This is an optimization exercise on Yosys and OpenROAD, whose aim is small area and a short achievable clock period, not a production implementation. RTL that was checked went through simulation tests only; none was proved equivalent to the original. Only the layout flow was run in run 1; the RTL was not checked for function there.

==> flow/design.v (outline; a module is shown in full before it is edited, if it fits) <==
// module dff_define: 9 lines
// module line: 12 lines
// module counter: 17 lines
// module double_linebuffer: 22 lines
// module kernel: 27 lines
// module fp_mul: 1322 lines
// module fp_add_p: 125 lines
// module fp_add: 121 lines
// module fp_add_relu: 121 lines
// module fp_add0_p: 97 lines
// module fp_add0: 95 lines
// module alu: 36 lines
// module conv2d: 19 lines
module conv2d (clk, reset, valid_in, data_in, kernel_in, load_kernel_done, data_out, valid_out, lf_done);
  // ...
==> flow/flow/run.sh <==
#!/bin/bash
# Own layout flow: the standard flow (standard.sh) on all steps, with
# - port buffers of type buf_4 (the default picks a slow delay cell),
# - timing repair allowed to resize cells across footprints, aimed at a setup
#   target tighter than the 11 ns clock needs, so the achieved period improves.
# Each step's full log stays in orfs/logs/; make's own output goes to make.log.
set -euo pipefail
bash standard.sh MATCH_CELL_FOOTPRINT=0 SETUP_SLACK_MARGIN=6.6 \
  "BUFFER_PORTS_ARGS=-buffer_cell sky130_fd_sc_hd__buf_4" finish > make.log 2>&1
==> flow/standard.sh <==
#!/bin/bash
# synth_recipe.tcl (not shown) runs the flow's synth.tcl, then flattens the netlist and writes it again
# the make line also repeats each setting of config.mk as NAME=value (left out here)
make -C /OpenROAD-flow-scripts/flow DESIGN_CONFIG=/design/flow/config.mk WORK_HOME=/design/flow/orfs CLKGATE_MAP_FILE= SYNTH_SCRIPT=/design/flow/synth_recipe.tcl "${@:-finish}"
==> flow/config.mk <==
export PLATFORM = sky130hd
export DESIGN_NAME = conv2d
export DESIGN_NICKNAME = conv2d
export VERILOG_FILES = /design/flow/design.v
export SDC_FILE = /design/flow/constraint.sdc
export NUM_CORES = 8
export LEC_CHECK = 0
export ABC_AREA = 1
export CAP_MARGIN = 50
export CORE_MARGIN = 2
export CORE_UTILIZATION = 50
export PLACE_DENSITY = 0.62
export SETUP_SLACK_MARGIN = 5
export SLEW_MARGIN = 65
==> flow/constraint.sdc <==
create_clock -name core_clock -period 11.0 [get_ports {clk}]
set_input_delay 2.2000 -clock core_clock [delete_from_list [all_inputs] [get_ports {clk}]]
set_output_delay 2.2000 -clock core_clock [all_outputs]
set_load 0.01 [all_outputs]
==> qor.yml, run 1 <==
drv_cap: 0
met2_usage: 0.483
placed_area_um2: 356000
status: "finished clean"
synthTopCellsByCount: "5,279 x nand2_1, 4,350 x inv_1, 3,412 x dfxtp_1, 3,252 x xor2_1, 2,460 x o22ai_1"
hp-class: "flip-flop to flip-flop"
start_util: 0.501
nClkBuffers: 808
synthMostInstantiatedCell: "nand2_1"
grt_max_degree: 84
top_usage_layer: "met2"
insertion_delay_ps: 1160
synth_edf_count: 2400
drc: 0
place.gp.congestion: 0.966
async_flop_share: 0
fp.dieH_um: 832
area_dominant_class: "multi-input combinational cells"
clk_share: 0.0562
synthMuxAreaShare: 0.00286
clock_skew_ps: 111
use_met3: 0.0713
multi_input_gates: 24120
worstSetupStartpoint: "ker1.kw[7].d.Q[1]$_DFFE_PP_"
==> module fp_add_p, before the edit <==
module fp_add_p (clk, A, B, C);
input clk;
input [33:0] A, B;
output reg [31:0] C;
wire [7:0] a_e0 = A[32:25];
wire [7:0] a_e1 = a_e0 + 8'd1;
wire [31:0] a = {A[33], A[24] ? a_e1 : a_e0, A[24] ? A[23:1] : A[22:0]};
wire [7:0] b_e0 = B[32:25];
wire [7:0] b_e1 = b_e0 + 8'd1;
wire [31:0] b = {B[33], B[24] ? b_e1 : b_e0, B[24] ? B[23:1] : B[22:0]};
wire bz = ~|a & ~|b;
wire [7:0] ea = a[30:23], eb = b[30:23];
wire ege = ea >= eb;
wire agb = a[30:0] >= b[30:0];
wire [7:0] dab = ea - eb;
wire [7:0] dba = eb - ea;
wire [7:0] d = ege ? dab : dba;
wire [22:0] mL = agb ? a[22:0] : b[22:0];
wire [22:0] mS = agb ? b[22:0] : a[22:0];
wire [7:0] eL = ege ? ea : eb;
wire sL = agb ? a[31] : b[31];
wire big = d[7] | d[6] | d[5] | (d[4] & d[3]);
wire [23:0] s16 = d[4] ? {16'd0, 1'b1, mS[22:16]} : {1'b1, mS};
wire [23:0] s8 = big ? 24'd0 : d[3] ? {8'd0, s16[23:8]} : s16;
reg [22:0] r_mL;
reg [23:0] r_s8;
reg [2:0] r_d;
reg [7:0] r_e;
reg r_s, r_sub, r_bz;
always @(posedge clk) begin
	r_mL <= mL;
	r_s8 <= s8;
	r_d <= d[2:0];
	r_e <= eL;
	r_s <= sL;
	r_sub <= a[31] ^ b[31];
	r_bz <= bz;
end
wire [23:0] al = r_s8 >> r_d;
wire [25:0] mc = {2'b01, r_mL, 1'b1} + {{1'b0, al} ^ {25{r_sub}}, r_sub};
reg [24:0] r_m;
reg [7:0] r_e1;
reg r_s2, r_z2;
always @(posedge clk) begin
	r_m <= mc[25:1];
	r_e1 <= r_e + 8'd1;
	r_s2 <= r_s;
	r_z2 <= r_bz;
end
wire [31:0] n_lz_x = {r_m, 7'b1111111};
wire n_lz_v0_0 = n_lz_x[31] | n_lz_x[30];
wire n_lz_c0_0 = ~n_lz_x[31];
wire n_lz_v0_1 = n_lz_x[29] | n_lz_x[28];
wire n_lz_c0_1 = ~n_lz_x[29];
wire n_lz_v0_2 = n_lz_x[27] | n_lz_x[26];
wire n_lz_c0_2 = ~n_lz_x[27];
wire n_lz_v0_3 = n_lz_x[25] | n_lz_x[24];
wire n_lz_c0_3 = ~n_lz_x[25];
wire n_lz_v0_4 = n_lz_x[23] | n_lz_x[22];
wire n_lz_c0_4 = ~n_lz_x[23];
wire n_lz_v0_5 = n_lz_x[21] | n_lz_x[20];
wire n_lz_c0_5 = ~n_lz_x[21];
wire n_lz_v0_6 = n_lz_x[19] | n_lz_x[18];
wire n_lz_c0_6 = ~n_lz_x[19];
wire n_lz_v0_7 = n_lz_x[17] | n_lz_x[16];
wire n_lz_c0_7 = ~n_lz_x[17];
wire n_lz_v0_8 = n_lz_x[15] | n_lz_x[14];
wire n_lz_c0_8 = ~n_lz_x[15];
wire n_lz_v0_9 = n_lz_x[13] | n_lz_x[12];
wire n_lz_c0_9 = ~n_lz_x[13];
wire n_lz_v0_10 = n_lz_x[11] | n_lz_x[10];
wire n_lz_c0_10 = ~n_lz_x[11];
wire n_lz_v0_11 = n_lz_x[9] | n_lz_x[8];
wire n_lz_c0_11 = ~n_lz_x[9];
wire n_lz_v0_12 = n_lz_x[7] | n_lz_x[6];
wire n_lz_c0_12 = ~n_lz_x[7];
wire n_lz_v0_13 = n_lz_x[5] | n_lz_x[4];
wire n_lz_c0_13 = ~n_lz_x[5];
wire n_lz_v0_14 = n_lz_x[3] | n_lz_x[2];
wire n_lz_c0_14 = ~n_lz_x[3];
wire n_lz_v0_15 = n_lz_x[1] | n_lz_x[0];
wire n_lz_c0_15 = ~n_lz_x[1];
wire n_lz_v1_0 = n_lz_v0_0 | n_lz_v0_1;
wire [1:0] n_lz_c1_0 = n_lz_v0_0 ? {1'b0, n_lz_c0_0} : {1'b1, n_lz_c0_1};
wire n_lz_v1_1 = n_lz_v0_2 | n_lz_v0_3;
wire [1:0] n_lz_c1_1 = n_lz_v0_2 ? {1'b0, n_lz_c0_2} : {1'b1, n_lz_c0_3};
wire n_lz_v1_2 = n_lz_v0_4 | n_lz_v0_5;
wire [1:0] n_lz_c1_2 = n_lz_v0_4 ? {1'b0, n_lz_c0_4} : {1'b1, n_lz_c0_5};
wire n_lz_v1_3 = n_lz_v0_6 | n_lz_v0_7;
wire [1:0] n_lz_c1_3 = n_lz_v0_6 ? {1'b0, n_lz_c0_6} : {1'b1, n_lz_c0_7};
wire n_lz_v1_4 = n_lz_v0_8 | n_lz_v0_9;
wire [1:0] n_lz_c1_4 = n_lz_v0_8 ? {1'b0, n_lz_c0_8} : {1'b1, n_lz_c0_9};
wire n_lz_v1_5 = n_lz_v0_10 | n_lz_v0_11;
wire [1:0] n_lz_c1_5 = n_lz_v0_10 ? {1'b0, n_lz_c0_10} : {1'b1, n_lz_c0_11};
wire n_lz_v1_6 = n_lz_v0_12 | n_lz_v0_13;
wire [1:0] n_lz_c1_6 = n_lz_v0_12 ? {1'b0, n_lz_c0_12} : {1'b1, n_lz_c0_13};
wire n_lz_v1_7 = n_lz_v0_14 | n_lz_v0_15;
wire [1:0] n_lz_c1_7 = n_lz_v0_14 ? {1'b0, n_lz_c0_14} : {1'b1, n_lz_c0_15};
wire n_lz_v2_0 = n_lz_v1_0 | n_lz_v1_1;
wire [2:0] n_lz_c2_0 = n_lz_v1_0 ? {1'b0, n_lz_c1_0} : {1'b1, n_lz_c1_1};
wire n_lz_v2_1 = n_lz_v1_2 | n_lz_v1_3;
wire [2:0] n_lz_c2_1 = n_lz_v1_2 ? {1'b0, n_lz_c1_2} : {1'b1, n_lz_c1_3};
wire n_lz_v2_2 = n_lz_v1_4 | n_lz_v1_5;
wire [2:0] n_lz_c2_2 = n_lz_v1_4 ? {1'b0, n_lz_c1_4} : {1'b1, n_lz_c1_5};
wire n_lz_v2_3 = n_lz_v1_6 | n_lz_v1_7;
wire [2:0] n_lz_c2_3 = n_lz_v1_6 ? {1'b0, n_lz_c1_6} : {1'b1, n_lz_c1_7};
wire n_lz_v3_0 = n_lz_v2_0 | n_lz_v2_1;
wire [3:0] n_lz_c3_0 = n_lz_v2_0 ? {1'b0, n_lz_c2_0} : {1'b1, n_lz_c2_1};
wire n_lz_v3_1 = n_lz_v2_2 | n_lz_v2_3;
wire [3:0] n_lz_c3_1 = n_lz_v2_2 ? {1'b0, n_lz_c2_2} : {1'b1, n_lz_c2_3};
wire n_lz_v4_0 = n_lz_v3_0 | n_lz_v3_1;
wire [4:0] n_lz_c4_0 = n_lz_v3_0 ? {1'b0, n_lz_c3_0} : {1'b1, n_lz_c3_1};
wire [4:0] n_lz = n_lz_c4_0;
wire [24:0] n_sh4 = n_lz[4] ? {r_m[8:0], 16'd0} : r_m;
wire [24:0] n_sh3 = n_lz[3] ? {n_sh4[16:0], 8'd0} : n_sh4;
wire [24:0] n_sh2 = n_lz[2] ? {n_sh3[20:0], 4'd0} : n_sh3;
wire [24:0] n_sh1 = n_lz[1] ? {n_sh2[22:0], 2'd0} : n_sh2;
wire [24:0] n_sh0 = n_lz[0] ? {n_sh1[23:0], 1'd0} : n_sh1;
wire [5:0] n_El = {1'b0, r_e1[4:0]} - {1'b0, n_lz};
wire [2:0] n_Eh = r_e1[7:5] - 3'd1;
wire [7:0] n_E = {n_El[5] ? n_Eh : r_e1[7:5], n_El[4:0]};
wire n_mz = ~|r_m;
wire [31:0] R = (r_z2 | n_mz) ? 32'd0 : {r_s2, n_E, n_sh0[23:1]};
always @(posedge clk) C <= R;
endmodule
==> module fp_add, before the edit <==
module fp_add (clk, A, B, C);
input clk;
input [31:0] A, B;
output reg [31:0] C;
wire [31:0] a = A;
wire [31:0] b = B;
wire bz = ~|a & ~|b;
wire [7:0] ea = a[30:23], eb = b[30:23];
wire ege = ea >= eb;
wire agb = a[30:0] >= b[30:0];
wire [7:0] dab = ea - eb;
wire [7:0] dba = eb - ea;
wire [7:0] d = ege ? dab : dba;
wire [22:0] mL = agb ? a[22:0] : b[22:0];
wire [22:0] mS = agb ? b[22:0] : a[22:0];
wire [7:0] eL = ege ? ea : eb;
wire sL = agb ? a[31] : b[31];
wire big = d[7] | d[6] | d[5] | (d[4] & d[3]);
wire [23:0] s16 = d[4] ? {16'd0, 1'b1, mS[22:16]} : {1'b1, mS};
wire [23:0] s8 = big ? 24'd0 : d[3] ? {8'd0, s16[23:8]} : s16;
reg [22:0] r_mL;
reg [23:0] r_s8;
reg [2:0] r_d;
reg [7:0] r_e;
reg r_s, r_sub, r_bz;
always @(posedge clk) begin
	r_mL <= mL;
	r_s8 <= s8;
	r_d <= d[2:0];
	r_e <= eL;
	r_s <= sL;
	r_sub <= a[31] ^ b[31];
	r_bz <= bz;
end
wire [23:0] al = r_s8 >> r_d;
wire [25:0] mc = {2'b01, r_mL, 1'b1} + {{1'b0, al} ^ {25{r_sub}}, r_sub};
reg [24:0] r_m;
reg [7:0] r_e1;
reg r_s2, r_z2;
always @(posedge clk) begin
	r_m <= mc[25:1];
	r_e1 <= r_e + 8'd1;
	r_s2 <= r_s;
	r_z2 <= r_bz;
end
wire [31:0] n_lz_x = {r_m, 7'b1111111};
wire n_lz_v0_0 = n_lz_x[31] | n_lz_x[30];
wire n_lz_c0_0 = ~n_lz_x[31];
wire n_lz_v0_1 = n_lz_x[29] | n_lz_x[28];
wire n_lz_c0_1 = ~n_lz_x[29];
wire n_lz_v0_2 = n_lz_x[27] | n_lz_x[26];
wire n_lz_c0_2 = ~n_lz_x[27];
wire n_lz_v0_3 = n_lz_x[25] | n_lz_x[24];
wire n_lz_c0_3 = ~n_lz_x[25];
wire n_lz_v0_4 = n_lz_x[23] | n_lz_x[22];
wire n_lz_c0_4 = ~n_lz_x[23];
wire n_lz_v0_5 = n_lz_x[21] | n_lz_x[20];
wire n_lz_c0_5 = ~n_lz_x[21];
wire n_lz_v0_6 = n_lz_x[19] | n_lz_x[18];
wire n_lz_c0_6 = ~n_lz_x[19];
wire n_lz_v0_7 = n_lz_x[17] | n_lz_x[16];
wire n_lz_c0_7 = ~n_lz_x[17];
wire n_lz_v0_8 = n_lz_x[15] | n_lz_x[14];
wire n_lz_c0_8 = ~n_lz_x[15];
wire n_lz_v0_9 = n_lz_x[13] | n_lz_x[12];
wire n_lz_c0_9 = ~n_lz_x[13];
wire n_lz_v0_10 = n_lz_x[11] | n_lz_x[10];
wire n_lz_c0_10 = ~n_lz_x[11];
wire n_lz_v0_11 = n_lz_x[9] | n_lz_x[8];
wire n_lz_c0_11 = ~n_lz_x[9];
wire n_lz_v0_12 = n_lz_x[7] | n_lz_x[6];
wire n_lz_c0_12 = ~n_lz_x[7];
wire n_lz_v0_13 = n_lz_x[5] | n_lz_x[4];
wire n_lz_c0_13 = ~n_lz_x[5];
wire n_lz_v0_14 = n_lz_x[3] | n_lz_x[2];
wire n_lz_c0_14 = ~n_lz_x[3];
wire n_lz_v0_15 = n_lz_x[1] | n_lz_x[0];
wire n_lz_c0_15 = ~n_lz_x[1];
wire n_lz_v1_0 = n_lz_v0_0 | n_lz_v0_1;
wire [1:0] n_lz_c1_0 = n_lz_v0_0 ? {1'b0, n_lz_c0_0} : {1'b1, n_lz_c0_1};
wire n_lz_v1_1 = n_lz_v0_2 | n_lz_v0_3;
wire [1:0] n_lz_c1_1 = n_lz_v0_2 ? {1'b0, n_lz_c0_2} : {1'b1, n_lz_c0_3};
wire n_lz_v1_2 = n_lz_v0_4 | n_lz_v0_5;
wire [1:0] n_lz_c1_2 = n_lz_v0_4 ? {1'b0, n_lz_c0_4} : {1'b1, n_lz_c0_5};
wire n_lz_v1_3 = n_lz_v0_6 | n_lz_v0_7;
wire [1:0] n_lz_c1_3 = n_lz_v0_6 ? {1'b0, n_lz_c0_6} : {1'b1, n_lz_c0_7};
wire n_lz_v1_4 = n_lz_v0_8 | n_lz_v0_9;
wire [1:0] n_lz_c1_4 = n_lz_v0_8 ? {1'b0, n_lz_c0_8} : {1'b1, n_lz_c0_9};
wire n_lz_v1_5 = n_lz_v0_10 | n_lz_v0_11;
wire [1:0] n_lz_c1_5 = n_lz_v0_10 ? {1'b0, n_lz_c0_10} : {1'b1, n_lz_c0_11};
wire n_lz_v1_6 = n_lz_v0_12 | n_lz_v0_13;
wire [1:0] n_lz_c1_6 = n_lz_v0_12 ? {1'b0, n_lz_c0_12} : {1'b1, n_lz_c0_13};
wire n_lz_v1_7 = n_lz_v0_14 | n_lz_v0_15;
wire [1:0] n_lz_c1_7 = n_lz_v0_14 ? {1'b0, n_lz_c0_14} : {1'b1, n_lz_c0_15};
wire n_lz_v2_0 = n_lz_v1_0 | n_lz_v1_1;
wire [2:0] n_lz_c2_0 = n_lz_v1_0 ? {1'b0, n_lz_c1_0} : {1'b1, n_lz_c1_1};
wire n_lz_v2_1 = n_lz_v1_2 | n_lz_v1_3;
wire [2:0] n_lz_c2_1 = n_lz_v1_2 ? {1'b0, n_lz_c1_2} : {1'b1, n_lz_c1_3};
wire n_lz_v2_2 = n_lz_v1_4 | n_lz_v1_5;
wire [2:0] n_lz_c2_2 = n_lz_v1_4 ? {1'b0, n_lz_c1_4} : {1'b1, n_lz_c1_5};
wire n_lz_v2_3 = n_lz_v1_6 | n_lz_v1_7;
wire [2:0] n_lz_c2_3 = n_lz_v1_6 ? {1'b0, n_lz_c1_6} : {1'b1, n_lz_c1_7};
wire n_lz_v3_0 = n_lz_v2_0 | n_lz_v2_1;
wire [3:0] n_lz_c3_0 = n_lz_v2_0 ? {1'b0, n_lz_c2_0} : {1'b1, n_lz_c2_1};
wire n_lz_v3_1 = n_lz_v2_2 | n_lz_v2_3;
wire [3:0] n_lz_c3_1 = n_lz_v2_2 ? {1'b0, n_lz_c2_2} : {1'b1, n_lz_c2_3};
wire n_lz_v4_0 = n_lz_v3_0 | n_lz_v3_1;
wire [4:0] n_lz_c4_0 = n_lz_v3_0 ? {1'b0, n_lz_c3_0} : {1'b1, n_lz_c3_1};
wire [4:0] n_lz = n_lz_c4_0;
wire [24:0] n_sh4 = n_lz[4] ? {r_m[8:0], 16'd0} : r_m;
wire [24:0] n_sh3 = n_lz[3] ? {n_sh4[16:0], 8'd0} : n_sh4;
wire [24:0] n_sh2 = n_lz[2] ? {n_sh3[20:0], 4'd0} : n_sh3;
wire [24:0] n_sh1 = n_lz[1] ? {n_sh2[22:0], 2'd0} : n_sh2;
wire [24:0] n_sh0 = n_lz[0] ? {n_sh1[23:0], 1'd0} : n_sh1;
wire [5:0] n_El = {1'b0, r_e1[4:0]} - {1'b0, n_lz};
wire [2:0] n_Eh = r_e1[7:5] - 3'd1;
wire [7:0] n_E = {n_El[5] ? n_Eh : r_e1[7:5], n_El[4:0]};
wire n_mz = ~|r_m;
wire [31:0] R = (r_z2 | n_mz) ? 32'd0 : {r_s2, n_E, n_sh0[23:1]};
always @(posedge clk) C <= R;
endmodule
==> module fp_add_relu, before the edit <==
module fp_add_relu (clk, A, B, C);
input clk;
input [31:0] A, B;
output reg [31:0] C;
wire [31:0] a = A;
wire [31:0] b = B;
wire bz = ~|a & ~|b;
wire [7:0] ea = a[30:23], eb = b[30:23];
wire ege = ea >= eb;
wire agb = a[30:0] >= b[30:0];
wire [7:0] dab = ea - eb;
wire [7:0] dba = eb - ea;
wire [7:0] d = ege ? dab : dba;
wire [22:0] mL = agb ? a[22:0] : b[22:0];
wire [22:0] mS = agb ? b[22:0] : a[22:0];
wire [7:0] eL = ege ? ea : eb;
wire sL = agb ? a[31] : b[31];
wire big = d[7] | d[6] | d[5] | (d[4] & d[3]);
wire [23:0] s16 = d[4] ? {16'd0, 1'b1, mS[22:16]} : {1'b1, mS};
wire [23:0] s8 = big ? 24'd0 : d[3] ? {8'd0, s16[23:8]} : s16;
reg [22:0] r_mL;
reg [23:0] r_s8;
reg [2:0] r_d;
reg [7:0] r_e;
reg r_s, r_sub, r_bz;
always @(posedge clk) begin
	r_mL <= mL;
	r_s8 <= s8;
	r_d <= d[2:0];
	r_e <= eL;
	r_s <= sL;
	r_sub <= a[31] ^ b[31];
	r_bz <= bz;
end
wire [23:0] al = r_s8 >> r_d;
wire [25:0] mc = {2'b01, r_mL, 1'b1} + {{1'b0, al} ^ {25{r_sub}}, r_sub};
reg [24:0] r_m;
reg [7:0] r_e1;
reg r_s2, r_z2;
always @(posedge clk) begin
	r_m <= mc[25:1];
	r_e1 <= r_e + 8'd1;
	r_s2 <= r_s;
	r_z2 <= r_bz;
end
wire [31:0] n_lz_x = {r_m, 7'b1111111};
wire n_lz_v0_0 = n_lz_x[31] | n_lz_x[30];
wire n_lz_c0_0 = ~n_lz_x[31];
wire n_lz_v0_1 = n_lz_x[29] | n_lz_x[28];
wire n_lz_c0_1 = ~n_lz_x[29];
wire n_lz_v0_2 = n_lz_x[27] | n_lz_x[26];
wire n_lz_c0_2 = ~n_lz_x[27];
wire n_lz_v0_3 = n_lz_x[25] | n_lz_x[24];
wire n_lz_c0_3 = ~n_lz_x[25];
wire n_lz_v0_4 = n_lz_x[23] | n_lz_x[22];
wire n_lz_c0_4 = ~n_lz_x[23];
wire n_lz_v0_5 = n_lz_x[21] | n_lz_x[20];
wire n_lz_c0_5 = ~n_lz_x[21];
wire n_lz_v0_6 = n_lz_x[19] | n_lz_x[18];
wire n_lz_c0_6 = ~n_lz_x[19];
wire n_lz_v0_7 = n_lz_x[17] | n_lz_x[16];
wire n_lz_c0_7 = ~n_lz_x[17];
wire n_lz_v0_8 = n_lz_x[15] | n_lz_x[14];
wire n_lz_c0_8 = ~n_lz_x[15];
wire n_lz_v0_9 = n_lz_x[13] | n_lz_x[12];
wire n_lz_c0_9 = ~n_lz_x[13];
wire n_lz_v0_10 = n_lz_x[11] | n_lz_x[10];
wire n_lz_c0_10 = ~n_lz_x[11];
wire n_lz_v0_11 = n_lz_x[9] | n_lz_x[8];
wire n_lz_c0_11 = ~n_lz_x[9];
wire n_lz_v0_12 = n_lz_x[7] | n_lz_x[6];
wire n_lz_c0_12 = ~n_lz_x[7];
wire n_lz_v0_13 = n_lz_x[5] | n_lz_x[4];
wire n_lz_c0_13 = ~n_lz_x[5];
wire n_lz_v0_14 = n_lz_x[3] | n_lz_x[2];
wire n_lz_c0_14 = ~n_lz_x[3];
wire n_lz_v0_15 = n_lz_x[1] | n_lz_x[0];
wire n_lz_c0_15 = ~n_lz_x[1];
wire n_lz_v1_0 = n_lz_v0_0 | n_lz_v0_1;
wire [1:0] n_lz_c1_0 = n_lz_v0_0 ? {1'b0, n_lz_c0_0} : {1'b1, n_lz_c0_1};
wire n_lz_v1_1 = n_lz_v0_2 | n_lz_v0_3;
wire [1:0] n_lz_c1_1 = n_lz_v0_2 ? {1'b0, n_lz_c0_2} : {1'b1, n_lz_c0_3};
wire n_lz_v1_2 = n_lz_v0_4 | n_lz_v0_5;
wire [1:0] n_lz_c1_2 = n_lz_v0_4 ? {1'b0, n_lz_c0_4} : {1'b1, n_lz_c0_5};
wire n_lz_v1_3 = n_lz_v0_6 | n_lz_v0_7;
wire [1:0] n_lz_c1_3 = n_lz_v0_6 ? {1'b0, n_lz_c0_6} : {1'b1, n_lz_c0_7};
wire n_lz_v1_4 = n_lz_v0_8 | n_lz_v0_9;
wire [1:0] n_lz_c1_4 = n_lz_v0_8 ? {1'b0, n_lz_c0_8} : {1'b1, n_lz_c0_9};
wire n_lz_v1_5 = n_lz_v0_10 | n_lz_v0_11;
wire [1:0] n_lz_c1_5 = n_lz_v0_10 ? {1'b0, n_lz_c0_10} : {1'b1, n_lz_c0_11};
wire n_lz_v1_6 = n_lz_v0_12 | n_lz_v0_13;
wire [1:0] n_lz_c1_6 = n_lz_v0_12 ? {1'b0, n_lz_c0_12} : {1'b1, n_lz_c0_13};
wire n_lz_v1_7 = n_lz_v0_14 | n_lz_v0_15;
wire [1:0] n_lz_c1_7 = n_lz_v0_14 ? {1'b0, n_lz_c0_14} : {1'b1, n_lz_c0_15};
wire n_lz_v2_0 = n_lz_v1_0 | n_lz_v1_1;
wire [2:0] n_lz_c2_0 = n_lz_v1_0 ? {1'b0, n_lz_c1_0} : {1'b1, n_lz_c1_1};
wire n_lz_v2_1 = n_lz_v1_2 | n_lz_v1_3;
wire [2:0] n_lz_c2_1 = n_lz_v1_2 ? {1'b0, n_lz_c1_2} : {1'b1, n_lz_c1_3};
wire n_lz_v2_2 = n_lz_v1_4 | n_lz_v1_5;
wire [2:0] n_lz_c2_2 = n_lz_v1_4 ? {1'b0, n_lz_c1_4} : {1'b1, n_lz_c1_5};
wire n_lz_v2_3 = n_lz_v1_6 | n_lz_v1_7;
wire [2:0] n_lz_c2_3 = n_lz_v1_6 ? {1'b0, n_lz_c1_6} : {1'b1, n_lz_c1_7};
wire n_lz_v3_0 = n_lz_v2_0 | n_lz_v2_1;
wire [3:0] n_lz_c3_0 = n_lz_v2_0 ? {1'b0, n_lz_c2_0} : {1'b1, n_lz_c2_1};
wire n_lz_v3_1 = n_lz_v2_2 | n_lz_v2_3;
wire [3:0] n_lz_c3_1 = n_lz_v2_2 ? {1'b0, n_lz_c2_2} : {1'b1, n_lz_c2_3};
wire n_lz_v4_0 = n_lz_v3_0 | n_lz_v3_1;
wire [4:0] n_lz_c4_0 = n_lz_v3_0 ? {1'b0, n_lz_c3_0} : {1'b1, n_lz_c3_1};
wire [4:0] n_lz = n_lz_c4_0;
wire [24:0] n_sh4 = n_lz[4] ? {r_m[8:0], 16'd0} : r_m;
wire [24:0] n_sh3 = n_lz[3] ? {n_sh4[16:0], 8'd0} : n_sh4;
wire [24:0] n_sh2 = n_lz[2] ? {n_sh3[20:0], 4'd0} : n_sh3;
wire [24:0] n_sh1 = n_lz[1] ? {n_sh2[22:0], 2'd0} : n_sh2;
wire [24:0] n_sh0 = n_lz[0] ? {n_sh1[23:0], 1'd0} : n_sh1;
wire [5:0] n_El = {1'b0, r_e1[4:0]} - {1'b0, n_lz};
wire [2:0] n_Eh = r_e1[7:5] - 3'd1;
wire [7:0] n_E = {n_El[5] ? n_Eh : r_e1[7:5], n_El[4:0]};
wire n_mz = ~|r_m;
wire [31:0] R = (r_z2 | n_mz) ? 32'd0 : {r_s2, n_E, n_sh0[23:1]};
always @(posedge clk) C <= R[31] ? 32'd0 : R;
endmodule
==> module fp_add0_p, before the edit <==
module fp_add0_p (clk, A, C);
input clk;
input [33:0] A;
output reg [31:0] C;
wire [7:0] a_e0 = A[32:25];
wire [7:0] a_e1 = a_e0 + 8'd1;
wire [31:0] a = {A[33], A[24] ? a_e1 : a_e0, A[24] ? A[23:1] : A[22:0]};
wire [7:0] ea = a[30:23];
wire [23:0] mb = (ea < 8'd24) ? (24'h800000 >> ea[4:0]) : 24'd0;
wire [25:0] mc = {2'b01, a[22:0], 1'b1} + {{1'b0, mb} ^ {25{a[31]}}, a[31]};
reg [24:0] r_m;
reg [7:0] r_e1;
reg r_s, r_z;
always @(posedge clk) begin
	r_m <= mc[25:1];
	r_e1 <= ea + 8'd1;
	r_s <= a[31];
	r_z <= ~|a;
end
wire [31:0] n_lz_x = {r_m, 7'b1111111};
wire n_lz_v0_0 = n_lz_x[31] | n_lz_x[30];
wire n_lz_c0_0 = ~n_lz_x[31];
wire n_lz_v0_1 = n_lz_x[29] | n_lz_x[28];
wire n_lz_c0_1 = ~n_lz_x[29];
wire n_lz_v0_2 = n_lz_x[27] | n_lz_x[26];
wire n_lz_c0_2 = ~n_lz_x[27];
wire n_lz_v0_3 = n_lz_x[25] | n_lz_x[24];
wire n_lz_c0_3 = ~n_lz_x[25];
wire n_lz_v0_4 = n_lz_x[23] | n_lz_x[22];
wire n_lz_c0_4 = ~n_lz_x[23];
wire n_lz_v0_5 = n_lz_x[21] | n_lz_x[20];
wire n_lz_c0_5 = ~n_lz_x[21];
wire n_lz_v0_6 = n_lz_x[19] | n_lz_x[18];
wire n_lz_c0_6 = ~n_lz_x[19];
wire n_lz_v0_7 = n_lz_x[17] | n_lz_x[16];
wire n_lz_c0_7 = ~n_lz_x[17];
wire n_lz_v0_8 = n_lz_x[15] | n_lz_x[14];
wire n_lz_c0_8 = ~n_lz_x[15];
wire n_lz_v0_9 = n_lz_x[13] | n_lz_x[12];
wire n_lz_c0_9 = ~n_lz_x[13];
wire n_lz_v0_10 = n_lz_x[11] | n_lz_x[10];
wire n_lz_c0_10 = ~n_lz_x[11];
wire n_lz_v0_11 = n_lz_x[9] | n_lz_x[8];
wire n_lz_c0_11 = ~n_lz_x[9];
wire n_lz_v0_12 = n_lz_x[7] | n_lz_x[6];
wire n_lz_c0_12 = ~n_lz_x[7];
wire n_lz_v0_13 = n_lz_x[5] | n_lz_x[4];
wire n_lz_c0_13 = ~n_lz_x[5];
wire n_lz_v0_14 = n_lz_x[3] | n_lz_x[2];
wire n_lz_c0_14 = ~n_lz_x[3];
wire n_lz_v0_15 = n_lz_x[1] | n_lz_x[0];
wire n_lz_c0_15 = ~n_lz_x[1];
wire n_lz_v1_0 = n_lz_v0_0 | n_lz_v0_1;
wire [1:0] n_lz_c1_0 = n_lz_v0_0 ? {1'b0, n_lz_c0_0} : {1'b1, n_lz_c0_1};
wire n_lz_v1_1 = n_lz_v0_2 | n_lz_v0_3;
wire [1:0] n_lz_c1_1 = n_lz_v0_2 ? {1'b0, n_lz_c0_2} : {1'b1, n_lz_c0_3};
wire n_lz_v1_2 = n_lz_v0_4 | n_lz_v0_5;
wire [1:0] n_lz_c1_2 = n_lz_v0_4 ? {1'b0, n_lz_c0_4} : {1'b1, n_lz_c0_5};
wire n_lz_v1_3 = n_lz_v0_6 | n_lz_v0_7;
wire [1:0] n_lz_c1_3 = n_lz_v0_6 ? {1'b0, n_lz_c0_6} : {1'b1, n_lz_c0_7};
wire n_lz_v1_4 = n_lz_v0_8 | n_lz_v0_9;
wire [1:0] n_lz_c1_4 = n_lz_v0_8 ? {1'b0, n_lz_c0_8} : {1'b1, n_lz_c0_9};
wire n_lz_v1_5 = n_lz_v0_10 | n_lz_v0_11;
wire [1:0] n_lz_c1_5 = n_lz_v0_10 ? {1'b0, n_lz_c0_10} : {1'b1, n_lz_c0_11};
wire n_lz_v1_6 = n_lz_v0_12 | n_lz_v0_13;
wire [1:0] n_lz_c1_6 = n_lz_v0_12 ? {1'b0, n_lz_c0_12} : {1'b1, n_lz_c0_13};
wire n_lz_v1_7 = n_lz_v0_14 | n_lz_v0_15;
wire [1:0] n_lz_c1_7 = n_lz_v0_14 ? {1'b0, n_lz_c0_14} : {1'b1, n_lz_c0_15};
wire n_lz_v2_0 = n_lz_v1_0 | n_lz_v1_1;
wire [2:0] n_lz_c2_0 = n_lz_v1_0 ? {1'b0, n_lz_c1_0} : {1'b1, n_lz_c1_1};
wire n_lz_v2_1 = n_lz_v1_2 | n_lz_v1_3;
wire [2:0] n_lz_c2_1 = n_lz_v1_2 ? {1'b0, n_lz_c1_2} : {1'b1, n_lz_c1_3};
wire n_lz_v2_2 = n_lz_v1_4 | n_lz_v1_5;
wire [2:0] n_lz_c2_2 = n_lz_v1_4 ? {1'b0, n_lz_c1_4} : {1'b1, n_lz_c1_5};
wire n_lz_v2_3 = n_lz_v1_6 | n_lz_v1_7;
wire [2:0] n_lz_c2_3 = n_lz_v1_6 ? {1'b0, n_lz_c1_6} : {1'b1, n_lz_c1_7};
wire n_lz_v3_0 = n_lz_v2_0 | n_lz_v2_1;
wire [3:0] n_lz_c3_0 = n_lz_v2_0 ? {1'b0, n_lz_c2_0} : {1'b1, n_lz_c2_1};
wire n_lz_v3_1 = n_lz_v2_2 | n_lz_v2_3;
wire [3:0] n_lz_c3_1 = n_lz_v2_2 ? {1'b0, n_lz_c2_2} : {1'b1, n_lz_c2_3};
wire n_lz_v4_0 = n_lz_v3_0 | n_lz_v3_1;
wire [4:0] n_lz_c4_0 = n_lz_v3_0 ? {1'b0, n_lz_c3_0} : {1'b1, n_lz_c3_1};
wire [4:0] n_lz = n_lz_c4_0;
wire [24:0] n_sh4 = n_lz[4] ? {r_m[8:0], 16'd0} : r_m;
wire [24:0] n_sh3 = n_lz[3] ? {n_sh4[16:0], 8'd0} : n_sh4;
wire [24:0] n_sh2 = n_lz[2] ? {n_sh3[20:0], 4'd0} : n_sh3;
wire [24:0] n_sh1 = n_lz[1] ? {n_sh2[22:0], 2'd0} : n_sh2;
wire [24:0] n_sh0 = n_lz[0] ? {n_sh1[23:0], 1'd0} : n_sh1;
wire [5:0] n_El = {1'b0, r_e1[4:0]} - {1'b0, n_lz};
wire [2:0] n_Eh = r_e1[7:5] - 3'd1;
wire [7:0] n_E = {n_El[5] ? n_Eh : r_e1[7:5], n_El[4:0]};
wire n_mz = ~|r_m;
wire [31:0] R = (r_z | n_mz) ? 32'd0 : {r_s, n_E, n_sh0[23:1]};
reg [31:0] r_c;
always @(posedge clk) r_c <= R;
always @(posedge clk) C <= r_c;
endmodule
==> run 2, diff against run 1 <==
--- a/flow/design.v
+++ b/flow/design.v
@@ -86,17 +86,18 @@
 endgenerate
 endmodule
 module fp_mul (clk, k, w, p);
 input clk;
 input [31:0] k, w;
 output reg [33:0] p;
 wire z = ~|k[30:0] | ~|w[30:0];
 wire sg = k[31] ^ w[31];
-wire [7:0] e0 = k[30:23] + w[30:23] - 8'd127;
+wire [7:0] e0 = k[30:23] + w[30:23] + 8'd129;   
+wire [7:0] e1 = k[30:23] + w[30:23] + 8'd130;   
 wire [25:0] y = {3'b001, k[22:0]};
 wire [24:0] x = {2'b01, w[22:0]};
 wire one0 = y[0] ^ 1'b0;
 wire two0 = (y[1] & ~y[0] & ~1'b0) | (~y[1] & y[0] & 1'b0);
 wire neg0 = y[1] & ~(y[0] & 1'b0);
 wire pp0_0 = ((one0 & x[0]) | (two0 & 1'b0)) ^ neg0;
 wire pp0_1 = ((one0 & x[1]) | (two0 & x[0])) ^ neg0;
 wire pp0_2 = ((one0 & x[2]) | (two0 & x[1])) ^ neg0;
@@ -856,17 +857,17 @@
 wire t_t412 = (1'b1 & x[18]) | (1'b1 & pp10_22) | (x[18] & pp10_22);
 wire t_t413 = pp11_20 ^ pp9_24;
 wire t_t414 = pp11_20 & pp9_24;
 wire t_t415 = x[19] ^ nn9 ^ pp10_23;
 wire t_t416 = (x[19] & nn9) | (x[19] & pp10_23) | (nn9 & pp10_23);
 wire t_t417 = 1'b1 ^ x[20];
 wire t_t418 = 1'b1 & x[20];
 reg r_z, r_s;
-reg [7:0] r_e0;
+reg [7:0] r_e0, r_e1;
 reg c0_0;
 reg c0_1;
 reg c1_2;
 reg c2_3;
 reg c2_4;
 reg c2_5;
 reg c3_6;
 reg c3_7;
@@ -1039,16 +1040,17 @@
 reg c45_174;
 reg c46_175;
 reg c46_176;
 reg c47_177;
 always @(posedge clk) begin
 	r_z <= z;
 	r_s <= sg;
 	r_e0 <= e0;
+	r_e1 <= e1;
 	c0_0 <= neg0;
 	c0_1 <= pp0_0;
 	c1_2 <= pp0_1;
 	c2_3 <= neg1;
 	c2_4 <= pp0_2;
 	c2_5 <= pp1_0;
 	c3_6 <= pp0_3;
 	c3_7 <= pp1_1;
@@ -1400,58 +1402,60 @@
 wire u_t175 = c46_176 ^ u_t85 ^ u_t84;
 wire u_t176 = (c46_176 & u_t85) | (c46_176 & u_t84) | (u_t85 & u_t84);
 wire u_t177 = 1'b1 ^ c47_177 ^ u_t86;
 wire u_t178 = (1'b1 & c47_177) | (1'b1 & u_t86) | (c47_177 & u_t86);
 wire [47:0] ra = {u_t177, u_t175, u_t173, u_t171, u_t169, u_t167, u_t165, u_t163, u_t161, u_t159, u_t157, u_t155, u_t153, u_t151, u_t149, u_t147, u_t145, u_t143, u_t141, u_t139, u_t137, u_t135, u_t133, u_t131, u_t129, u_t127, u_t125, u_t123, u_t121, u_t119, u_t117, u_t115, u_t113, u_t111, u_t109, u_t107, u_t105, u_t103, u_t101, u_t99, u_t97, u_t95, u_t93, u_t91, u_t89, u_t87, c1_2, c0_0};
 wire [47:0] rb = {u_t176, u_t174, u_t172, u_t170, u_t168, u_t166, u_t164, u_t162, u_t160, u_t158, u_t156, u_t154, u_t152, u_t150, u_t148, u_t146, u_t144, u_t142, u_t140, u_t138, u_t136, u_t134, u_t132, u_t130, u_t128, u_t126, u_t124, u_t122, u_t120, u_t118, u_t116, u_t114, u_t112, u_t110, u_t108, u_t106, u_t104, u_t102, u_t100, u_t98, u_t96, u_t94, u_t92, u_t90, u_t88, c2_5, 1'b0, c0_1};
 wire [47:0] m = ra + rb;
 always @(posedge clk)
-	p <= r_z ? 34'd0 : {r_s, r_e0, m[47:23]};
+	p <= r_z ? 34'd0 : {r_s, m[47] ? r_e1 : r_e0, m[47:23]};
 endmodule
 module fp_add_p (clk, A, B, C);
 input clk;
 input [33:0] A, B;
 output reg [31:0] C;
-wire [7:0] a_e0 = A[32:25];
-wire [7:0] a_e1 = a_e0 + 8'd1;
-wire [31:0] a = {A[33], A[24] ? a_e1 : a_e0, A[24] ? A[23:1] : A[22:0]};
-wire [7:0] b_e0 = B[32:25];
-wire [7:0] b_e1 = b_e0 + 8'd1;
-wire [31:0] b = {B[33], B[24] ? b_e1 : b_e0, B[24] ? B[23:1] : B[22:0]};
+wire [31:0] a = {A[33:25], A[24] ? A[23:1] : A[22:0]};
+wire [31:0] b = {B[33:25], B[24] ? B[23:1] : B[22:0]};
 wire bz = ~|a & ~|b;
 wire [7:0] ea = a[30:23], eb = b[30:23];
 wire ege = ea >= eb;
-wire agb = a[30:0] >= b[30:0];
+wire eeq = ea == eb;
+wire mlt = a[22:0] < b[22:0];
+wire sub = a[31] ^ b[31];
+wire swp = sub & eeq & mlt;
 wire [7:0] dab = ea - eb;
 wire [7:0] dba = eb - ea;
 wire [7:0] d = ege ? dab : dba;
-wire [22:0] mL = agb ? a[22:0] : b[22:0];
-wire [22:0] mS = agb ? b[22:0] : a[22:0];
-wire [7:0] eL = ege ? ea : eb;
-wire sL = agb ? a[31] : b[31];
+wire [22:0] mX = ege ? a[22:0] : b[22:0];
+wire [22:0] mY = ege ? b[22:0] : a[22:0];
+wire [7:0] eX = ege ? ea : eb;
+wire sL = swp ? b[31] : ege ? a[31] : b[31];
 wire big = d[7] | d[6] | d[5] | (d[4] & d[3]);
-wire [23:0] s16 = d[4] ? {16'd0, 1'b1, mS[22:16]} : {1'b1, mS};
+wire [23:0] s16 = d[4] ? {16'd0, 1'b1, mY[22:16]} : {1'b1, mY};
 wire [23:0] s8 = big ? 24'd0 : d[3] ? {8'd0, s16[23:8]} : s16;
-reg [22:0] r_mL;
+reg [22:0] r_mX;
 reg [23:0] r_s8;
 reg [2:0] r_d;
 reg [7:0] r_e;
-reg r_s, r_sub, r_bz;
+reg r_s, r_sub, r_swp, r_bz;
 always @(posedge clk) begin
-	r_mL <= mL;
+	r_mX <= mX;
 	r_s8 <= s8;
 	r_d <= d[2:0];
-	r_e <= eL;
+	r_e <= eX;
 	r_s <= sL;
-	r_sub <= a[31] ^ b[31];
+	r_sub <= sub;
+	r_swp <= swp;
 	r_bz <= bz;
 end
 wire [23:0] al = r_s8 >> r_d;
-wire [25:0] mc = {2'b01, r_mL, 1'b1} + {{1'b0, al} ^ {25{r_sub}}, r_sub};
+wire [24:0] P = {2'b01, r_mX} ^ {25{r_swp}};
+wire [24:0] Q = {1'b0, al} ^ {25{r_sub & ~r_swp}};
+wire [25:0] mc = {P, 1'b1} + {Q, r_sub};
 reg [24:0] r_m;
 reg [7:0] r_e1;
 reg r_s2, r_z2;
 always @(posedge clk) begin
 	r_m <= mc[25:1];
 	r_e1 <= r_e + 8'd1;
 	r_s2 <= r_s;
 	r_z2 <= r_bz;
@@ -1536,43 +1540,49 @@
 input clk;
 input [31:0] A, B;
 output reg [31:0] C;
 wire [31:0] a = A;
 wire [31:0] b = B;
 wire bz = ~|a & ~|b;
 wire [7:0] ea = a[30:23], eb = b[30:23];
 wire ege = ea >= eb;
-wire agb = a[30:0] >= b[30:0];
+wire eeq = ea == eb;
+wire mlt = a[22:0] < b[22:0];
+wire sub = a[31] ^ b[31];
+wire swp = sub & eeq & mlt;
 wire [7:0] dab = ea - eb;
 wire [7:0] dba = eb - ea;
 wire [7:0] d = ege ? dab : dba;
-wire [22:0] mL = agb ? a[22:0] : b[22:0];
-wire [22:0] mS = agb ? b[22:0] : a[22:0];
-wire [7:0] eL = ege ? ea : eb;
-wire sL = agb ? a[31] : b[31];
+wire [22:0] mX = ege ? a[22:0] : b[22:0];
+wire [22:0] mY = ege ? b[22:0] : a[22:0];
+wire [7:0] eX = ege ? ea : eb;
+wire sL = swp ? b[31] : ege ? a[31] : b[31];
 wire big = d[7] | d[6] | d[5] | (d[4] & d[3]);
-wire [23:0] s16 = d[4] ? {16'd0, 1'b1, mS[22:16]} : {1'b1, mS};
+wire [23:0] s16 = d[4] ? {16'd0, 1'b1, mY[22:16]} : {1'b1, mY};
 wire [23:0] s8 = big ? 24'd0 : d[3] ? {8'd0, s16[23:8]} : s16;
-reg [22:0] r_mL;
+reg [22:0] r_mX;
 reg [23:0] r_s8;
 reg [2:0] r_d;
 reg [7:0] r_e;
-reg r_s, r_sub, r_bz;
+reg r_s, r_sub, r_swp, r_bz;
 always @(posedge clk) begin
-	r_mL <= mL;
+	r_mX <= mX;
 	r_s8 <= s8;
 	r_d <= d[2:0];
-	r_e <= eL;
+	r_e <= eX;
 	r_s <= sL;
-	r_sub <= a[31] ^ b[31];
+	r_sub <= sub;
+	r_swp <= swp;
 	r_bz <= bz;
 end
 wire [23:0] al = r_s8 >> r_d;
-wire [25:0] mc = {2'b01, r_mL, 1'b1} + {{1'b0, al} ^ {25{r_sub}}, r_sub};
+wire [24:0] P = {2'b01, r_mX} ^ {25{r_swp}};
+wire [24:0] Q = {1'b0, al} ^ {25{r_sub & ~r_swp}};
+wire [25:0] mc = {P, 1'b1} + {Q, r_sub};
 reg [24:0] r_m;
 reg [7:0] r_e1;
 reg r_s2, r_z2;
 always @(posedge clk) begin
 	r_m <= mc[25:1];
 	r_e1 <= r_e + 8'd1;
 	r_s2 <= r_s;
 	r_z2 <= r_bz;
@@ -1657,43 +1667,49 @@
 input clk;
 input [31:0] A, B;
 output reg [31:0] C;
 wire [31:0] a = A;
 wire [31:0] b = B;
 wire bz = ~|a & ~|b;
 wire [7:0] ea = a[30:23], eb = b[30:23];
 wire ege = ea >= eb;
-wire agb = a[30:0] >= b[30:0];
+wire eeq = ea == eb;
+wire mlt = a[22:0] < b[22:0];
+wire sub = a[31] ^ b[31];
+wire swp = sub & eeq & mlt;
 wire [7:0] dab = ea - eb;
 wire [7:0] dba = eb - ea;
 wire [7:0] d = ege ? dab : dba;
-wire [22:0] mL = agb ? a[22:0] : b[22:0];
-wire [22:0] mS = agb ? b[22:0] : a[22:0];
-wire [7:0] eL = ege ? ea : eb;
-wire sL = agb ? a[31] : b[31];
+wire [22:0] mX = ege ? a[22:0] : b[22:0];
+wire [22:0] mY = ege ? b[22:0] : a[22:0];
+wire [7:0] eX = ege ? ea : eb;
+wire sL = swp ? b[31] : ege ? a[31] : b[31];
 wire big = d[7] | d[6] | d[5] | (d[4] & d[3]);
-wire [23:0] s16 = d[4] ? {16'd0, 1'b1, mS[22:16]} : {1'b1, mS};
+wire [23:0] s16 = d[4] ? {16'd0, 1'b1, mY[22:16]} : {1'b1, mY};
 wire [23:0] s8 = big ? 24'd0 : d[3] ? {8'd0, s16[23:8]} : s16;
-reg [22:0] r_mL;
+reg [22:0] r_mX;
 reg [23:0] r_s8;
 reg [2:0] r_d;
 reg [7:0] r_e;
-reg r_s, r_sub, r_bz;
+reg r_s, r_sub, r_swp, r_bz;
 always @(posedge clk) begin
-	r_mL <= mL;
+	r_mX <= mX;
 	r_s8 <= s8;
 	r_d <= d[2:0];
-	r_e <= eL;
+	r_e <= eX;
 	r_s <= sL;
-	r_sub <= a[31] ^ b[31];
+	r_sub <= sub;
+	r_swp <= swp;
 	r_bz <= bz;
 end
 wire [23:0] al = r_s8 >> r_d;
-wire [25:0] mc = {2'b01, r_mL, 1'b1} + {{1'b0, al} ^ {25{r_sub}}, r_sub};
+wire [24:0] P = {2'b01, r_mX} ^ {25{r_swp}};
+wire [24:0] Q = {1'b0, al} ^ {25{r_sub & ~r_swp}};
+wire [25:0] mc = {P, 1'b1} + {Q, r_sub};
 reg [24:0] r_m;
 reg [7:0] r_e1;
 reg r_s2, r_z2;
 always @(posedge clk) begin
 	r_m <= mc[25:1];
 	r_e1 <= r_e + 8'd1;
 	r_s2 <= r_s;
 	r_z2 <= r_bz;
@@ -1773,19 +1789,17 @@
 wire n_mz = ~|r_m;
 wire [31:0] R = (r_z2 | n_mz) ? 32'd0 : {r_s2, n_E, n_sh0[23:1]};
 always @(posedge clk) C <= R[31] ? 32'd0 : R;
 endmodule
 module fp_add0_p (clk, A, C);
 input clk;
 input [33:0] A;
 output reg [31:0] C;
-wire [7:0] a_e0 = A[32:25];
-wire [7:0] a_e1 = a_e0 + 8'd1;
-wire [31:0] a = {A[33], A[24] ? a_e1 : a_e0, A[24] ? A[23:1] : A[22:0]};
+wire [31:0] a = {A[33:25], A[24] ? A[23:1] : A[22:0]};
 wire [7:0] ea = a[30:23];
 wire [23:0] mb = (ea < 8'd24) ? (24'h800000 >> ea[4:0]) : 24'd0;
 wire [25:0] mc = {2'b01, a[22:0], 1'b1} + {{1'b0, mb} ^ {25{a[31]}}, a[31]};
 reg [24:0] r_m;
 reg [7:0] r_e1;
 reg r_s, r_z;
 always @(posedge clk) begin
 	r_m <= mc[25:1];
==> flow/flow/run.sh (replaced) <==
#!/bin/bash
# Own layout flow: the standard flow (standard.sh) on all steps, with
# - port buffers of type buf_4 (the default picks a slow delay cell),
# - timing repair allowed to resize cells across footprints, aimed at a setup
#   target tighter than the 11 ns clock needs, so the achieved period improves.
# Each step's full log stays in orfs/logs/; make's own output goes to make.log.
set -euo pipefail
bash standard.sh MATCH_CELL_FOOTPRINT=0 SETUP_SLACK_MARGIN=7.0 \
  "BUFFER_PORTS_ARGS=-buffer_cell sky130_fd_sc_hd__buf_4" finish > make.log 2>&1
==> run 2 against run 1 <==
Die area increased by 4.1%; cell count grew 8.7%; register-to-register slack improved by 250 ps; utilization is 0.095 points higher; clock skew shrank 16 ps; critical path depth decreased by 1; maximum frequency increased by 6.3%; setup slack improved by 250 ps; synthesized cell count rose by 9.6%; cell area grew 4.3%; sequential share of layout area is 1.1 points lower.
==> qor.yml, run 2 <==
status: "finished clean"  # unchanged
hp-class: "flip-flop to flip-flop"  # unchanged
dr.pass1.iters: 11  # was 10
min_period_ps: 3920  # was 4170 ps
synth_cell_type_count: 65  # was 74
timing.final.crit_share: 0.357  # was 0.379
start_util: 0.501  # about the same
layout_common_cells: "6,580 x nand2_1, 5,863 x inv_1, 3,457 x dfxtp_1"  # was 5,252 x nand2_1, 4,170 x inv_1, 3,382 x dfxtp_1
synthTopCellsByCount: "6,609 x nand2_1, 6,039 x inv_1, 3,492 x dfxtp_1, 3,413 x xor2_1, 2,450 x nor2_1"  # was 5,279 x nand2_1, 4,350 x inv_1, 3,412 x dfxtp_1, 3,252 x xor2_1, 2,460 x o22ai_1
fp.dieH_um: 849  # was 832 um
drt-initial-drc-count: 28369  # was 26,499
hold_ws_ps: 318  # was 310 ps
yosys-top-cells-area: "edfxtp_1 20%, dfxtp_1 20%, fa_1 13%"  # was edfxtp_1 21%, dfxtp_1 20%, fa_1 14%
timing.rr.end: "alu1.mul9.c22_80$_DFF_P_"  # was alu1.mul8.c25_92$_DFF_P_
postRouteWirelength_mm: 1140  # was 1100 mm
clk_pin_slew_worst_paths_ps: 70  # was 60 ps
cts_tree: "done"  # unchanged
fin_nets: 43371  # was 39,946
synth_top_cell_area_share: 0.202  # was 0.210
place.gp.congestion: 0.957  # was 0.966
syn-cell-area_um2: 357000  # was 343,000 um^2
ys.flop_type: "dfxtp_1"  # unchanged
synth_edf_count: 2400  # unchanged
synth_seq_cells: 5892  # was 5,812
critical_path_class: "flip-flop to flip-flop"  # unchanged
clockBufferDepth: 4  # unchanged
finalSetupViolCount: 0  # unchanged
routedWlPerCell_um: 23.1  # was 24.1 um
ys_seq_area_frac: 0.398  # was 0.410
reg2reg_from: "ker1.kw8.Q[21]$_DFFE_PP_"  # was ker1.kw[7].d.Q[1]$_DFFE_PP_
worstSetupStartpoint: "ker1.kw8.Q[21]$_DFFE_PP_"  # was ker1.kw[7].d.Q[1]$_DFFE_PP_
timing.fmax_mhz: 255  # was 240 MHz
rows: 310  # was 304
drive_above_1_share: 0.0726  # was 0.0781
cts_root_buf: "clkbuf_16"  # unchanged
via_per_inst: 5.57  # was 5.72
final_max_slew_viol_count: 0  # unchanged
grt_pass1_wl_mm: 1720  # was 1640 mm
ctsHtreeMaxLevel: 6  # unchanged
drv_cap: 0  # unchanged
numPortBuffers: 100  # unchanged
overflow: 0  # unchanged
regMostFlops: "dblb.lb.stage.d.Q"  # unchanged
hold_violations: 0  # unchanged
cts_hold_buf: 0  # unchanged
drc: 0  # unchanged
worst_ep_arrival_time_ps: 4910  # was 5150 ps
grt_max_degree: 105  # was 84
die_area_um2: 720000  # was 692,000 um^2
coreArea_um2: 712000  # was 684,000 um^2
rsz0062_at_grt: "yes"  # was no
rr_worst_depth: 10  # was 11
syn_to_final_growth_pct: 10.5  # was 10.4%
synthMostInstantiatedCell: "nand2_1"  # unchanged
utilization: 0.554  # was 0.553
reg_top3: "dblb.lb.stage.d.Q (2080), ker1.kw.d.Q (256)"  # unchanged
setup.worst_path.end_class: "flip-flop"  # unchanged
antenna_found_initial: 59  # was 45
crit_required_ps: 11990  # was 11,980 ps
grt_util_all_layers: 0.310  # was 0.309
largest_reg_flops: 2080  # unchanged
dpl.hpwl_mm: 853  # was 806 mm
n_fill_cell: 64396  # was 60,895
tightestPinTransition_ps: 588  # was 581 ps
die_width_um: 849  # was 832 um
avgSynthCellArea_um2: 9.03  # was 9.50 um^2
rrSetupSlack_ps: 7080  # was 6830 ps
critPathLaunchType: "flip-flop"  # unchanged
antenna_left: 0  # unchanged
grt_pass1_vias: 275666  # was 262,974
vias: 275775  # was 260,465
clock_skew_ps: 94.9  # was 111 ps
cts_buffers: 641  # was 628
syn_inst: 39502  # was 36,058
async_flop_share: 0  # unchanged
crit_end: "alu1.mul9.c22_80$_DFF_P_"  # was alu1.mul8.c25_92$_DFF_P_
crit_path_max_fanout: 15  # was 28
syn_nets: 43471  # was 40,064
io_pins: 102  # unchanged
insertion_delay_ps: 1190  # was 1160 ps
layout_commonest_cell: "nand2_1"  # unchanged
yosysTopAreaCell: "edfxtp_1"  # unchanged
maxSlewHeadroom: 0.608  # was 0.611
ys_warn_count: 12  # unchanged
cts_sinks: 5892  # was 5,812
==> run 2: critical path, stage by stage (launching register included) <==
cell and delay (ps):
edfxtp_1 590, inv_1 240, nor2_1 140, buf_4 370
clkinvlp_4 350, buf_4 290, xor2_1 190, fa_1 540
inv_1 60, fa_1 420, fa_1 540
==> run 2: kinds of logic after synthesis <==
kind of cell | synth area share
other | 0.0000105
multiplexers | 0.00227
AO/OA/AOI/OAI | 0.103
adder cells (fa/ha/maj) | 0.186
flip-flops | 0.398
buffers and inverters | 0.0839
XOR/XNOR | 0.0893
AND/OR/NAND/NOR | 0.137
==> run 2: how the worst min path moves through the flow <==
stage / start / end / cells past startpoint
detailed placement: alu1.add10.r_c[11]$_SDFF_PP0_ / alu1.add10.C[11]$_DFF_P_ / 0
CTS: alu1.add10.r_c[6]$_SDFF_PP0_ / alu1.add10.C[6]$_DFF_P_ / 0
floorplan: alu1.add1.r_s$_DFF_P_ / alu1.add1.r_s2$_DFF_P_ / 0
finish: alu1.add10.r_c[20]$_SDFF_PP0_ / alu1.add10.C[20]$_DFF_P_ / 0
global placement: alu1.add8.r_c[11]$_SDFF_PP0_ / alu1.add8.C[11]$_DFF_P_ / 0
global route: alu1.add8.r_c[15]$_SDFF_PP0_ / alu1.add8.C[15]$_DFF_P_ / 0
==> run 2: per-layer routing <==
layer | GRT usage | vias to the layer above | part of all wire
met1 | 0.421 | 132132 | 0.42
met4 | 0.129 | 46 | 0.050
met3 | 0.0709 | 2922 | 0.092
met5 | 0.00112 | - | 0.00036
met2 | 0.479 | 12479 | 0.43
li1 | - | 128196 | -
==> run 2: what timing repair did <==
action                                  CTS  global route
pin swaps                                 0             1
gates resized for setup                   1            54
cloned                                    0             1
setup buffers                             0             5
endpoints found under the setup margin    1            83
==> run 2: final cells by class <==
type	instances	area, um^2	share of cell area
tap	9516	11900	0.0302
inverter	6270	23900	0.0606
clock buffer	795	17600	0.0447
sequential	5892	142000	0.360
multi-input combinational	25787	187000	0.474
clock inverter	387	4540	0.0115
timing repair buffer	809	7400	0.0188
antenna	16	40.0	0.000102
timing repair inverter	1	5.00	0.0000127
==> run 2: per-stage QoR <==
stage	area, um^2	instances	TNS [ps]	setup WS (ps)
2_1_floorplan	357000	39502	-8967950	-4250
3_3_place_gp	367000	48013	0	6520
3_5_place_dp	371000	48232	0	6930
4_1_cts	393000	49414	0	7010
5_1_grt	394000	49460	0	6970
6_report	394000	49473	0	7080

## what the ideal ports hide
The flow's constraints put no driver on any port. The routed layouts listed below were extracted and timed again, unchanged, in two steps.
Step 1 (the two cells are an assumption about what drives the block):
set clk [get_ports {clk}]
set_driving_cell -lib_cell sky130_fd_sc_hd__clkbuf_16 $clk
set_driving_cell -lib_cell sky130_fd_sc_hd__buf_2 [delete_from_list [all_inputs] $clk]
Step 2 moves the port delays by t, midway between the first and last clock arrival at a register: inputs arrive t later, outputs are due t later. That takes back most of the time a late clock gives input paths.
Slacks: ideal ports / drivers / drivers and shift; pairs: ideal ports / drivers.
run | shift t [ns] | setup slack, ns | clock arrival spread, ns | worst register clock-pin slew, ns | worst data-port slew with drivers (ns)
run 1 | 1.247 | 6.831 / 6.831 / 6.831 | 0.124 / 0.124 | 0.08 / 0.08 | 0.12
run 2 | 1.294 | 7.078 / 7.072 / 7.078 | 0.105 / 0.104 | 0.07 / 0.07 | 0.07
After both steps every run listed still meets setup and hold.
